From an optimization exercise on the open Yosys and OpenROAD flow, aimed at small area; shortcuts taken in it are not production practice. The RTL was checked by simulation tests, not by an equivalence proof against the original design. The clock input has no modelled driver; a real chip could not lean on it and would need a root buffer or a full tree. Power and IR drop assume default switching activity.

== the previous run ==
==> flow/design.v (excerpt) <==
module uart_top
(
	input 	wire clk,
	input 	wire rst_btn,
	input 	wire BL616_UART_RX,
	output 	wire BL616_UART_TX,
	output 	reg LED0,
	output	reg LED1,
	output 	reg LED2,
	output 	reg LED3,
	output 	wire LED4
);
localparam [20:0] DLY_SEED = 21'h17de1f;	 
localparam [22:0] LED_SEED = 23'h17fac4;	 
localparam [24:0] HB_SEED  = 25'h6145f8;	 
localparam [20:0] DLY_POL  = 21'h0aaaaa;
localparam [22:0] LED_POL  = 23'h2aaaaa;
localparam [24:0] HB_POL   = 25'h0aaaaaa;
wire rst_active, rst;
uart_debounce DEBOUNCE
(
	.clk 		(clk),
	.btn_press 	(rst_btn),
	.btn_result (rst_active),
	.rst        (rst)
);
assign LED4 = ~rst_active;
wire       rx_latch, rx_ferr, tx_valid;
wire [7:0] rx_data;
reg  [7:0] rx_data_latched;
uart_rx RX
(
	.i_clk       (clk),
	.i_rst       (rst),
	.i_data_bit  (BL616_UART_RX),
	.o_latch     (rx_latch),
	.o_ferr      (rx_ferr),
	.o_data_byte (rx_data)
);
uart_tx TX
(
	.i_clk     (clk),
	.i_rst     (rst),
	.data_send (rx_data_latched),
	.tx_valid  (tx_valid),
	.o_tx      (BL616_UART_TX)
);
always @(posedge clk)
	if (rx_latch)
		rx_data_latched <= rx_data;
reg  [20:0] dly_q;
reg  [20:0] dly_n;
wire [20:0] dly      = dly_q ^ DLY_POL;
wire        dly_hi0  = (dly[20:1] == 20'd0);
wire        dly_idle = dly_hi0;
assign      tx_valid = dly_hi0 & dly[0];
always @(*)
begin
	if (rst)
		dly_n = 21'd0;
	else if (rx_latch && dly_idle)
		dly_n = DLY_SEED;
	else if (tx_valid)
		dly_n = 21'd0;
	else
		dly_n = {dly[19:0], dly[20] ^ dly[1]};
end
always @(posedge clk)
	dly_q <= dly_n ^ DLY_POL;
reg  [24:0] hb_q;
reg  [24:0] hb_n;
  ...
Size in the first run: about 460 cells after synthesis, ~170 flip-flops, about 9 I/O pins, ~4900 sq um of cells after synthesis.
clock: 10.0 ns
lec_check: 0
cap_margin: 20
core_margin: 2
core_utilization: 60
gpl_timing_driven: 0
slew_margin: 20
standard.sh (not shown) runs the stock make flow with config.mk's settings and CLKGATE_MAP_FILE= SYNTH_SCRIPT=/design/flow/synth_recipe.tcl, a recipe that flattens the netlist after the stock synthesis.
==> flow/flow/run.sh <==
#!/bin/bash
# The standard layout (standard.sh), with these changes:
#  - synthesis is the standard flow's own script (synth_recipe.tcl), but ABC runs once
#    for each area-oriented script flow/abc_*.script instead of ORFS's speed
#    script, and the smallest result is kept (flow/abc_bestof.tcl);
#  - the clock tree is a clkbuf_8 root driving clkbuf_16 leaves (the fewest,
#    from five, whose estimated clock-pin slew stays under 126 ps), built by
#    flow/pre_cts.tcl in place of TritonCTS;
#  - port buffers are buf_1.
# Each tool's output goes to the ORFS logs under orfs/logs; make's own output
# goes to flow_make.log.
set -euo pipefail
W=$PWD
{
  echo "set ::ABC_SCRIPTS [list $(ls $W/flow/abc_*.script | tr '\n' ' ')]"
  cat flow/abc_bestof.tcl
  cat synth_recipe.tcl
} > flow_synth.tcl
sed "s#SYNTH_SCRIPT=[^ ]*#SYNTH_SCRIPT=$W/flow_synth.tcl#" standard.sh > flow_standard.sh
export PRE_CTS_TCL=$W/flow/pre_cts.tcl
export BUFFER_PORTS_ARGS="-buffer_cell sky130_fd_sc_hd__buf_1"
bash flow_standard.sh > flow_make.log 2>&1
Other scripts of this flow, unchanged in this note and not shown: flow/flow/abc_a1.script, flow/flow/abc_bestof.tcl, flow/flow/abc_c1.script, flow/flow/abc_c6.script, flow/flow/abc_d3.script, flow/flow/abc_ds1.script, flow/flow/abc_ds2.script, flow/flow/abc_ds3.script, flow/flow/abc_e1.script, flow/flow/pre_cts.tcl
The previous run: PASS, flow complete, no timing, DRC or antenna violations
The inputs of the current run differ from those of the previous run as listed below.
Settings: GPL_TIMING_DRIVEN no longer set, was 0.
[summary]
Relative to the previous run, total power increased by 1.7% in the current run.
Synthesized cell count came out exactly the same in the current run and the previous run.
Area of all placed cells without fillers (the current run vs. the previous run) increases slightly
No run of this note takes its clock network from TritonCTS; it comes from the design's own scripts or RTL.

static timing again, ports no longer ideal:
In the flow no input, the clock included, has a driving cell. The finished layouts below were timed again as built, in two steps. Step 1, drivers: a clkbuf_16 drives clk and a buf_2 each remaining input, both assumed. Step 2 moves the port delays by t, midway between the first and last clock arrival at a register: inputs arrive t later, outputs are due t later. That takes back most of the time a late clock gives input paths. a / b / c = no drivers / after step 1 / after step 2; a / b = the first two.
| run | t (ns) | slack for setup (ns) | worst setup path at the end |
|---|---|---|---|
| the previous run | 0.418 | 5.165 / 5.165 / 5.165 | register to register |
| the current run | 0.423 | 6.648 / 6.648 / 6.648 | register to register |
After both steps every run listed still meets setup and hold.
